This design comes from an exercise in tuning for small area, a short achievable clock period and few clock cycles per item on the open sky130 flow, not from production work. RTL that was checked went through simulation tests only; none was proved equivalent to the original. The flow treats the clock pin as an ideal source. Dropping or thinning the clock tree relies on that and would not hold on a real chip. No activity file was given, so power comes from the tool's default toggle rates.

## MS_DMAC_AHBL
module MS_DMAC_AHBL (
    input   wire    HCLK,
    input   wire    HRESETn,
    output  wire    IRQ,
    input wire          HSEL,
    input wire [31:0]   HADDR,
    input wire [1:0]    HTRANS,
    input wire          HWRITE,
    input wire          HREADY,
    input wire [31:0]   HWDATA,
    input wire [2:0]    HSIZE,
    output wire         HREADYOUT,
    output wire [31:0]  HRDATA,
    output wire [31:0]  M_HADDR,
    output wire [1:0]   M_HTRANS,
    output wire [2:0] 	M_HSIZE,
    output wire         M_HWRITE,
    output wire [31:0]  M_HWDATA,
    input wire          M_HREADY,
    input wire [31:0]   M_HRDATA
);
export LEC_CHECK = 0
export ABC_CLOCK_PERIOD_IN_PS = 2500
export CAP_MARGIN = 20
export CORE_MARGIN = 2
export CORE_UTILIZATION = 40
export SETUP_SLACK_MARGIN = 4.4
export SLEW_MARGIN = 20
create_clock -name core_clock -period 7.0 [get_ports {HCLK}]
run.sh (not shown) runs the stock make flow with config.mk's settings and CLKGATE_MAP_FILE= SYNTH_SCRIPT=/design/flow/synth_recipe.tcl, a recipe that flattens the netlist after the stock synthesis.
Change:
- ABC_CLOCK_PERIOD_IN_PS: 2500 -> not set
- SETUP_SLACK_MARGIN: 4.4 -> not set
=> First-iteration DRC count shrinks by 18%; design area shrinks by 8.6%; utilization shrinks by 4.9 points; worst setup slack gets worse by 0.96 ns.
No functional check of the RTL was part of any run of this note.

* * *

Another version of the RTL of MS_DMAC_AHBL (not shown whole).
Size in the first run: about 870 cells after synthesis, about 260 flip-flops, roughly 210 I/O pins, roughly 0.011 sq mm of cells after synthesis.
Settings: LEC_CHECK=0, ABC_CLOCK_PERIOD_IN_PS=2500, CAP_MARGIN=20, CORE_MARGIN=2, CORE_UTILIZATION=55, CTS_CLUSTER_DIAMETER=80, CTS_CLUSTER_SIZE=20, SETUP_SLACK_MARGIN=4.4, SLEW_MARGIN=20; clock period 7.0 ns.
standard.sh (not shown) runs the stock make flow with config.mk's settings and CLKGATE_MAP_FILE= SYNTH_SCRIPT=/design/flow/synth_recipe.tcl, a recipe that flattens the netlist after the stock synthesis.
==> flow/flow/run.sh <==
#!/bin/bash
# The standard layout with two changes:
# - the port buffers are built from the smallest buffer (buf_1) instead of
#   the resizer's default pick; the resizer may still upsize them;
# - after CTS, the clock tree's root buffer is removed, so the clock port
#   drives the first level of the tree (2 clock buffers) directly; every
#   register still gets its clock through two levels of buffers.
# make's output goes to flow_make.log here.
set -euo pipefail
export BUFFER_PORTS_ARGS="-buffer_cell sky130_fd_sc_hd__buf_1"
export POST_CTS_TCL="$PWD/flow/post_cts.tcl"
bash standard.sh > flow_make.log 2>&1
==> flow/flow/post_cts.tcl <==
set block [ord::get_db_block]
foreach root [$block getInsts] {
  if {![string match "clkbuf_0_*" [$root getName]]} { continue }
  set in_net [[$root findITerm A] getNet]
  set out_net [[$root findITerm X] getNet]
  if {$in_net eq "NULL" || $out_net eq "NULL"} { continue }
  if {[llength [$in_net getBTerms]] != 1} { continue }
  set loads {}
  foreach it [$out_net getITerms] {
    if {[$it getInst] ne $root} { lappend loads $it }
  }
  if {[llength $loads] > 4 || [llength [$out_net getBTerms]] != 0} { continue }
  puts "post_cts: removing [$root getName], [llength $loads] loads move to [$in_net getName]"
  foreach it $loads {
    $it disconnect
    $it connect $in_net
  }
  [$root findITerm A] disconnect
  [$root findITerm X] disconnect
  odb::dbInst_destroy $root
  odb::dbNet_destroy $out_net
}
estimate_parasitics -placement
report_clock_latency
Testbench counts at the start, summed over its fixed seeds: cycles 18,508, items 5,221.
Change:
Settings changed: CORE_UTILIZATION 55 to 40, SETUP_SLACK_MARGIN 4.4 to 4.3.
=> Non-clock buffer count climbs by 3. Clock skew is higher by 0.0048 ns. Global-route usage shrinks by 6.6 points. Wire length went down by 0.32%. Combinational power drops by about 2%. Register-to-register slack loses 0.04 ns.
Change:
Settings changed: SETUP_SLACK_MARGIN 4.3 to 4.4.
=>
- clock-buffer cell count went down by 1
- design area went up by 0.54%
- power went up by 0.75%
- non-clock buffer count went up by 4
- worst setup slack improved by 0.069 ns
- core utilization went up by 0.25 points
- sequential power is about the same
- routed wire length is about the same

* * *

MS_DMAC_AHBL, a different RTL version from the one above (not shown whole).
Settings: LEC_CHECK=0, ABC_CLOCK_PERIOD_IN_PS=2500, CAP_MARGIN=20, CORE_MARGIN=2, CORE_UTILIZATION=40, SETUP_SLACK_MARGIN=4.4, SLEW_MARGIN=20; clock period 7.0 ns.
run.sh (not shown) runs the stock make flow with config.mk's settings and CLKGATE_MAP_FILE= SYNTH_SCRIPT=/design/flow/synth_recipe.tcl, a recipe that flattens the netlist after the stock synthesis.
Stock flow here: none of the scripts above is used.
The starting point ran to the end with no violations.
==> next run, changes <==
ABC_CLOCK_PERIOD_IN_PS = 2000   (was 2500)
SETUP_SLACK_MARGIN = 4.7   (was 4.4)
What happened: The changed run produced a clean layout. Fmax decreases slightly. Total power increases slightly. Clock-buffer cell count decreases by 6. Sequential power hardly moves.
No functional check of the RTL was part of any run of this note.

* * *

MS_DMAC_AHBL, a different RTL version from the one above (not shown whole).
Size in the first run: about 940 cells after synthesis, roughly 210 I/O pins, about 0.011 mm2 of cells after synthesis.
## MS_DMAC_AHBL
module MS_DMAC_AHBL (
    input   wire    HCLK,
    input   wire    HRESETn,
    output  wire    IRQ,
    input wire          HSEL,
    input wire [31:0]   HADDR,
    input wire [1:0]    HTRANS,
    input wire          HWRITE,
    input wire          HREADY,
    input wire [31:0]   HWDATA,
    input wire [2:0]    HSIZE,
    output wire         HREADYOUT,
    output wire [31:0]  HRDATA,
    output wire [31:0]  M_HADDR,
    output wire [1:0]   M_HTRANS,
    output wire [2:0] 	M_HSIZE,
    output wire         M_HWRITE,
    output wire [31:0]  M_HWDATA,
    input wire          M_HREADY,
    input wire [31:0]   M_HRDATA
);
    reg         wr_en;
    reg         s_ctrl, s_saddr, s_daddr, s_size, s_trig;
    always @(posedge HCLK or negedge HRESETn)
        if (~HRESETn) wr_en <= 1'b0;
        else wr_en <= HREADY & HSEL & HTRANS[1] & HWRITE & (HADDR[7:5] == 3'b000);
    always @(posedge HCLK) begin
        s_ctrl  <= (HADDR[4:2] == 3'd0);
        s_saddr <= (HADDR[4:2] == 3'd2);
        s_daddr <= (HADDR[4:2] == 3'd3);
        s_size  <= (HADDR[4:2] == 3'd4);
        s_trig  <= (HADDR[4:2] == 3'd5);
    end
    wire        trig_wr = wr_en & s_trig;
    reg [31:0]  CTRL_REG;
    reg [31:0]  SADDR_REG;
    reg [31:0]  DADDR_REG;
    reg [15:0]  SIZE_REG;
  ...
make LEC_CHECK=0 ABC_CLOCK_PERIOD_IN_PS=2500 CAP_MARGIN=20 CORE_MARGIN=2 CORE_UTILIZATION=40 CTS_CLUSTER_DIAMETER=80 CTS_CLUSTER_SIZE=20 SETUP_SLACK_MARGIN=4.4 SLEW_MARGIN=20 finish   # period 7.0 ns
Then changed:
CTS_CLUSTER_DIAMETER = 100   (was 80)
CTS_CLUSTER_SIZE = 30   (was 20)
What happened: The new run finished with timing, DRC and antenna clean; die area stays the same; hold slack gets better by 0.0072 ns; cell area rises by 0.96%.
No run of this note included a check of the RTL's function; only the layout flow was run.

* * *

Setup of south:
Another version of the RTL of MS_DMAC_AHBL (not shown whole).
For scale: about 880 cells after synthesis, ~260 flip-flops, ~210 I/O pins, roughly 11000 um^2 of cells after synthesis.
export LEC_CHECK = 0
export ABC_CLOCK_PERIOD_IN_PS = 2500
export CAP_MARGIN = 20
export CORE_MARGIN = 2
export CORE_UTILIZATION = 40
export CTS_CLUSTER_DIAMETER = 80
export CTS_CLUSTER_SIZE = 20
export SETUP_SLACK_MARGIN = 4.55
export SLEW_MARGIN = 20
create_clock -name core_clock -period 7.0 [get_ports {HCLK}]
standard.sh (not shown) runs the stock make flow with config.mk's settings and CLKGATE_MAP_FILE= SYNTH_SCRIPT=/design/flow/synth_recipe.tcl, a recipe that flattens the netlist after the stock synthesis.
==> flow/flow/run.sh <==
#!/bin/bash
# The standard layout with three changes:
# - the port buffers are built from the smallest buffer (buf_1) instead of
#   the resizer's default pick; the resizer may still upsize them;
# - after CTS, the clock tree's root buffer is removed, so the clock port
#   drives the first level of the tree (2 clock buffers) directly; every
#   register still gets its clock through two levels of buffers;
# - CTS inserts no dummy loads to balance the tree.
# make's output goes to flow_make.log here.
set -euo pipefail
export BUFFER_PORTS_ARGS="-buffer_cell sky130_fd_sc_hd__buf_1"
export POST_CTS_TCL="$PWD/flow/post_cts.tcl"
export CTS_ARGS="-sink_clustering_enable -repair_clock_nets -sink_clustering_size 20 -sink_clustering_max_diameter 80 -dont_use_dummy_load"
bash standard.sh > flow_make.log 2>&1
Scripts as last shown in full above: flow/flow/post_cts.tcl
south ran to completion and came out clean on the timing, DRC and antenna checks.
Testbench counts of south, summed over its fixed seeds: cycles 18,508, items 5,221.
The following lists how west was set up differently from south:
--- a/flow/config.mk
+++ b/flow/config.mk
@@ -14 +14 @@
-export SETUP_SLACK_MARGIN = 4.55
+export SETUP_SLACK_MARGIN = 4.4
Findings:
- west did not stop at any stage, and its layout met the timing, DRC and antenna checks.
- Looking at classification of the worst setup path, the input pin to flop result is from west; the flop to output port one comes from south.
- Share of the clock period used by the worst path: west > south
- Power density normalized to cell area in west is 1.9% higher than in south
- Compared with south, west shows register-to-register slack lower by 0.08 ns.
- [compare] base=south new=west: endpoint required time on the critical path picked up an extra 1.68 ns, total via count after detailed routing down about 3%.
- Summary — total wire length after detailed routing, west relative to south: lower, by about 6.6%.
- Number of distinct library cells after synthesis came out exactly the same in south and west.

* * *

Another version of the RTL of MS_DMAC_AHBL (not shown whole).
For scale: about 930 cells after synthesis, ~270 flip-flops, ~210 I/O pins, about 12000 um2 of cells after synthesis.
==> flow/config.mk <==
export PLATFORM = sky130hd
export DESIGN_NAME = MS_DMAC_AHBL
export DESIGN_NICKNAME = MS_DMAC_AHBL
export VERILOG_FILES = /design/flow/design.v
export SDC_FILE = /design/flow/constraint.sdc
export NUM_CORES = 4
export LEC_CHECK = 0
export ABC_CLOCK_PERIOD_IN_PS = 2500
export CAP_MARGIN = 20
export CORE_MARGIN = 2
export CORE_UTILIZATION = 65
export CTS_CLUSTER_DIAMETER = 80
export CTS_CLUSTER_SIZE = 20
export PLACE_DENSITY = 0.75
export SETUP_SLACK_MARGIN = 4.4
export SLEW_MARGIN = 20
==> flow/constraint.sdc <==
create_clock -name core_clock -period 7.0 [get_ports {HCLK}]
set_input_delay 1.4000 -clock core_clock [delete_from_list [all_inputs] [get_ports {HCLK}]]
set_output_delay 1.4000 -clock core_clock [all_outputs]
set_load 0.01 [all_outputs]
==> flow/flow/run.sh <==
#!/bin/bash
# The standard layout, with the port buffers built from the smallest buffer
# (buf_1) instead of the resizer's default pick; the resizer may still upsize
# them where timing needs it. make's output goes to flow_make.log here.
set -euo pipefail
export BUFFER_PORTS_ARGS="-buffer_cell sky130_fd_sc_hd__buf_1"
bash standard.sh > flow_make.log 2>&1
Testbench counts at the start, summed over its fixed seeds: cycles 18,508, items 5,221.
Then changed:
==> flow/run.sh (new file) <==
#!/bin/bash
# synth_recipe.tcl (not shown) runs the flow's synth.tcl, then flattens the netlist and writes it again
# the make line also repeats each setting of config.mk as NAME=value (left out here)
make -C /OpenROAD-flow-scripts/flow DESIGN_CONFIG=/design/flow/config.mk WORK_HOME=/design/flow/orfs CLKGATE_MAP_FILE= SYNTH_SCRIPT=/design/flow/synth_recipe.tcl finish
--- a/flow/config.mk
+++ b/flow/config.mk
@@ -9,8 +9,5 @@
 export CAP_MARGIN = 20
 export CORE_MARGIN = 2
-export CORE_UTILIZATION = 65
-export CTS_CLUSTER_DIAMETER = 80
-export CTS_CLUSTER_SIZE = 20
-export PLACE_DENSITY = 0.75
+export CORE_UTILIZATION = 40
 export SETUP_SLACK_MARGIN = 4.4
 export SLEW_MARGIN = 20
removed: flow/flow/run.sh
removed: flow/standard.sh
Global-route usage decreases by 8.5 points.
Hold slack improves by 0.0030 ns.
First-iteration DRC count decreases by 22%.
Setup slack degrades by 0.068 ns.
Total power increases by 26%.
Routed wire length increases by 13%.
Synthesized area is unchanged.
Then changed:
==> flow/flow/run.sh (new file) <==
#!/bin/bash
# The standard layout, with the port buffers built from the smallest buffer
# (buf_1) instead of the resizer's default pick; the resizer may still upsize
# them where timing needs it. make's output goes to flow_make.log here.
set -euo pipefail
export BUFFER_PORTS_ARGS="-buffer_cell sky130_fd_sc_hd__buf_1"
bash standard.sh > flow_make.log 2>&1
==> flow/standard.sh (new file) <==
#!/bin/bash
# synth_recipe.tcl (not shown) runs the flow's synth.tcl, then flattens the netlist and writes it again
# the make line also repeats each setting of config.mk as NAME=value (left out here)
make -C /OpenROAD-flow-scripts/flow DESIGN_CONFIG=/design/flow/config.mk WORK_HOME=/design/flow/orfs CLKGATE_MAP_FILE= SYNTH_SCRIPT=/design/flow/synth_recipe.tcl "${@:-finish}"
--- a/flow/config.mk
+++ b/flow/config.mk
@@ -6,8 +6,10 @@
 export NUM_CORES = 4
 export LEC_CHECK = 0
-export ABC_CLOCK_PERIOD_IN_PS = 2500
+export ABC_AREA = 1
 export CAP_MARGIN = 20
 export CORE_MARGIN = 2
 export CORE_UTILIZATION = 40
+export CTS_CLUSTER_DIAMETER = 80
+export CTS_CLUSTER_SIZE = 20
 export SETUP_SLACK_MARGIN = 4.4
 export SLEW_MARGIN = 20
removed: flow/run.sh
After rerunning: The new run passed the timing, DRC and antenna checks; design area came out lower by about 12%; area after synthesis came out lower by about 0.4%; via count came out higher by 16%; worst setup slack improves by 0.041 ns; hold slack improves by 0.0047 ns; flip-flop and latch count stays the same.

* * *

MS_DMAC_AHBL again, from the RTL that the note above started with.
clock: 7.0 ns
lec_check: 0
abc_clock_period_in_ps: 2500
cap_margin: 20
core_margin: 2
core_utilization: 40
cts_cluster_diameter: 80
cts_cluster_size: 20
setup_slack_margin: 4.7
slew_margin: 20
==> flow/flow/run.sh <==
#!/bin/bash
# The standard layout with two changes:
# - the port buffers are built from the smallest buffer (buf_1) instead of
#   the resizer's default pick; the resizer may still upsize them;
# - after CTS, the clock tree's root buffer is removed, so the clock port
#   drives the first level of the tree (2 clock buffers) directly; every
#   register still gets its clock through two levels of buffers.
# make's output goes to flow_make.log here.
set -euo pipefail
export BUFFER_PORTS_ARGS="-buffer_cell sky130_fd_sc_hd__buf_1"
export POST_CTS_TCL="$PWD/flow/post_cts.tcl"
bash standard.sh > flow_make.log 2>&1
Scripts as last shown in full above: flow/flow/post_cts.tcl
Testbench counts at the start, summed over its fixed seeds: cycles 18,508, items 5,221.
Then changed:
==> flow/run.sh (new file) <==
#!/bin/bash
# synth_recipe.tcl (not shown) runs the flow's synth.tcl, then flattens the netlist and writes it again
# the make line also repeats each setting of config.mk as NAME=value (left out here)
make -C /OpenROAD-flow-scripts/flow DESIGN_CONFIG=/design/flow/config.mk WORK_HOME=/design/flow/orfs CLKGATE_MAP_FILE= SYNTH_SCRIPT=/design/flow/synth_recipe.tcl finish
SETUP_SLACK_MARGIN = 4.4   (was 4.7)
removed: flow/flow/run.sh
removed: flow/flow/post_cts.tcl
removed: flow/standard.sh
After rerunning: The changed run passed the timing, DRC and antenna checks; sequential share of layout area goes down by 0.64 points; global-route usage goes up by 0.37 points; register-to-register slack loses 170 ps.

* * *

Starting RTL as in the previous note.
Design MS_DMAC_AHBL, start of the top module:
module MS_DMAC_AHBL (
    input   wire    HCLK,
    input   wire    HRESETn,
    output  wire    IRQ,
    input wire          HSEL,
    input wire [31:0]   HADDR,
    input wire [1:0]    HTRANS,
    input wire          HWRITE,
    input wire          HREADY,
    input wire [31:0]   HWDATA,
    input wire [2:0]    HSIZE,
    output wire         HREADYOUT,
    output wire [31:0]  HRDATA,
    output wire [31:0]  M_HADDR,
    output wire [1:0]   M_HTRANS,
    output wire [2:0] 	M_HSIZE,
    output wire         M_HWRITE,
    output wire [31:0]  M_HWDATA,
    input wire          M_HREADY,
    input wire [31:0]   M_HRDATA
);
==> flow/config.mk <==
export PLATFORM = sky130hd
export DESIGN_NAME = MS_DMAC_AHBL
export DESIGN_NICKNAME = MS_DMAC_AHBL
export VERILOG_FILES = /design/flow/design.v
export SDC_FILE = /design/flow/constraint.sdc
export NUM_CORES = 4
export LEC_CHECK = 0
export ABC_CLOCK_PERIOD_IN_PS = 2500
export CAP_MARGIN = 20
export CORE_MARGIN = 2
export CORE_UTILIZATION = 40
export CTS_CLUSTER_DIAMETER = 100
export CTS_CLUSTER_SIZE = 30
export SETUP_SLACK_MARGIN = 4.4
export SLEW_MARGIN = 20
==> flow/constraint.sdc <==
create_clock -name core_clock -period 7.0 [get_ports {HCLK}]
set_input_delay 1.4000 -clock core_clock [delete_from_list [all_inputs] [get_ports {HCLK}]]
set_output_delay 1.4000 -clock core_clock [all_outputs]
set_load 0.01 [all_outputs]
run.sh (not shown) runs the stock make flow with config.mk's settings and CLKGATE_MAP_FILE= SYNTH_SCRIPT=/design/flow/synth_recipe.tcl, a recipe that flattens the netlist after the stock synthesis.
Stock flow here: none of the scripts above is used.
Testbench counts at the start, summed over its fixed seeds: cycles 18,508, items 5,221.
Change:
==> flow/flow/run.sh (new file) <==
#!/bin/bash
# The standard layout with two changes:
# - the port buffers are built from the smallest buffer (buf_1) instead of
#   the resizer's default pick; the resizer may still upsize them;
# - after CTS, the clock tree's root buffer is removed, so the clock port
#   drives the first level of the tree (2 clock buffers) directly; every
#   register still gets its clock through two levels of buffers.
# make's output goes to flow_make.log here.
set -euo pipefail
export BUFFER_PORTS_ARGS="-buffer_cell sky130_fd_sc_hd__buf_1"
export POST_CTS_TCL="$PWD/flow/post_cts.tcl"
bash standard.sh > flow_make.log 2>&1
==> flow/flow/post_cts.tcl (new file) <==
set block [ord::get_db_block]
foreach root [$block getInsts] {
  if {![string match "clkbuf_0_*" [$root getName]]} { continue }
  set in_net [[$root findITerm A] getNet]
  set out_net [[$root findITerm X] getNet]
  if {$in_net eq "NULL" || $out_net eq "NULL"} { continue }
  if {[llength [$in_net getBTerms]] != 1} { continue }
  set loads {}
  foreach it [$out_net getITerms] {
    if {[$it getInst] ne $root} { lappend loads $it }
  }
  if {[llength $loads] > 4 || [llength [$out_net getBTerms]] != 0} { continue }
  puts "post_cts: removing [$root getName], [llength $loads] loads move to [$in_net getName]"
  foreach it $loads {
    $it disconnect
    $it connect $in_net
  }
  [$root findITerm A] disconnect
  [$root findITerm X] disconnect
  odb::dbInst_destroy $root
  odb::dbNet_destroy $out_net
}
estimate_parasitics -placement
report_clock_latency
==> flow/standard.sh (new file) <==
#!/bin/bash
# synth_recipe.tcl (not shown) runs the flow's synth.tcl, then flattens the netlist and writes it again
# the make line also repeats each setting of config.mk as NAME=value (left out here)
make -C /OpenROAD-flow-scripts/flow DESIGN_CONFIG=/design/flow/config.mk WORK_HOME=/design/flow/orfs CLKGATE_MAP_FILE= SYNTH_SCRIPT=/design/flow/synth_recipe.tcl "${@:-finish}"
Settings changed: CTS_CLUSTER_DIAMETER 100 to 80, CTS_CLUSTER_SIZE 30 to 20.
removed: flow/run.sh
Result: Flip-flop and latch count is unchanged. Register-to-register slack is better by 0.07 ns. Wire length fell by 4.3%. Total power grows by 0.68%. Sequential share of layout area grows by 3.8 points. First-iteration DRC count came out lower by 21%.
Change:
==> flow/flow/run.sh (replaced) <==
#!/bin/bash
# The standard layout, with the port buffers built from the smallest buffer
# (buf_1) instead of the resizer's default pick; the resizer may still upsize
# them where timing needs it. make's output goes to flow_make.log here.
set -euo pipefail
export BUFFER_PORTS_ARGS="-buffer_cell sky130_fd_sc_hd__buf_1"
bash standard.sh > flow_make.log 2>&1
Settings changed: ABC_CLOCK_PERIOD_IN_PS 2500 to 5000.
removed: flow/flow/post_cts.tcl
What happened: The changed run completed with no timing, DRC or antenna violations; synthesized area does not change; via count climbs by 1.1%; cell count climbs by 0.86%; utilization climbs by 0.37 points; final area climbs by 0.80%; hold slack stays flat; sequential power hardly moves; wire length climbs by 0.33%.
Change:
Settings changed: ABC_CLOCK_PERIOD_IN_PS 5000 to 2500.
Flip-flop and latch count stays the same.
Wire length does not change.
Critical path depth stays the same.
Hold slack stays the same.
Setup slack is unchanged.
Global-route usage is unchanged.
Clock-buffer cell count stays the same.

==> port drivers added, routing unchanged <==
How much do the figures lean on ideal ports? The routed layouts below were timed once more, with nothing changed but the port constraints. Step 1 sets driving cells, clkbuf_16 on the clock port and buf_2 on the other inputs (assumed; they add their load-dependent delay and slew). Step 2 adds t to the input delays and takes it off the output delays; t is the mean of the earliest and latest rising clock arrival at the registers after step 1. Input paths then give back, and output paths get back, about the clock's delay inside the block. Slacks: no drivers / after step 1 / after step 2; pairs: no drivers / after step 1.
| run | shift t [ns] | setup WS [ns] | worst hold slack (ns) | worst setup path after step 2 |
|---|---|---|---|---|
| the first run of note 1 | 0.594 | 3.883 / 3.833 / 3.976 | 0.507 / 0.507 / 0.507 | input to register |
| the second run of note 1 | 0.577 | 2.924 / 2.877 / 3.077 | 0.500 / 0.500 / 0.500 | register to register |
| the first run of note 2 | 0.416 | 4.438 / 4.377 / 4.123 | 0.499 / 0.499 / 0.499 | input to register |
| the second run of note 2 | 0.432 | 4.443 / 4.415 / 4.035 | 0.494 / 0.494 / 0.494 | input to register |
| the third run of note 2 | 0.424 | 4.512 / 4.490 / 4.116 | 0.484 / 0.484 / 0.484 | input to register |
| the first run of note 3 | 0.585 | 4.322 / 4.272 / 3.882 | 0.491 / 0.491 / 0.491 | input to register |
| the second run of note 3 | 0.588 | 4.313 / 4.266 / 4.134 | 0.495 / 0.495 / 0.495 | input to register |
| the first run of note 4 | 0.536 | 4.017 / 4.017 / 3.972 | 0.499 / 0.499 / 0.499 | input to register |
| the second run of note 4 | 0.528 | 3.974 / 3.974 / 3.974 | 0.506 / 0.506 / 0.506 | register to register |
| south | 0.412 | 4.569 / 4.505 / 4.200 | 0.499 / 0.499 / 0.499 | input to register |
| west | 0.405 | 4.534 / 4.511 / 4.174 | 0.499 / 0.499 / 0.499 | input to register |
| the first run of note 6 | 0.530 | 4.409 / 4.365 / 3.949 | 0.493 / 0.493 / 0.493 | input to register |
| the second run of note 6 | 0.591 | 4.341 / 4.297 / 3.874 | 0.496 / 0.496 / 0.496 | input to register |
| the third run of note 6 | 0.545 | 4.382 / 4.335 / 4.042 | 0.501 / 0.501 / 0.501 | input to register |
| the first run of note 7 | 0.422 | 4.573 / 4.513 / 4.340 | 0.502 / 0.502 / 0.502 | input to register |
| the second run of note 7 | 0.533 | 4.393 / 4.350 / 3.923 | 0.502 / 0.502 / 0.502 | input to register |
| the first run of note 8 | 0.535 | 4.389 / 4.342 / 3.936 | 0.506 / 0.506 / 0.506 | input to register |
| the second run of note 8 | 0.430 | 4.524 / 4.468 / 4.125 | 0.503 / 0.503 / 0.503 | input to register |
| the third run of note 8 | 0.552 | 4.424 / 4.372 / 3.972 | 0.503 / 0.503 / 0.503 | input to register |
| the fourth run of note 8 | 0.552 | 4.424 / 4.372 / 3.972 | 0.503 / 0.503 / 0.503 | input to register |
After both steps every run listed still meets setup and hold. For the second run of note 7, which loses most, drivers alone change the setup slack by -0.043 ns; drivers and shift together by -0.470 ns.
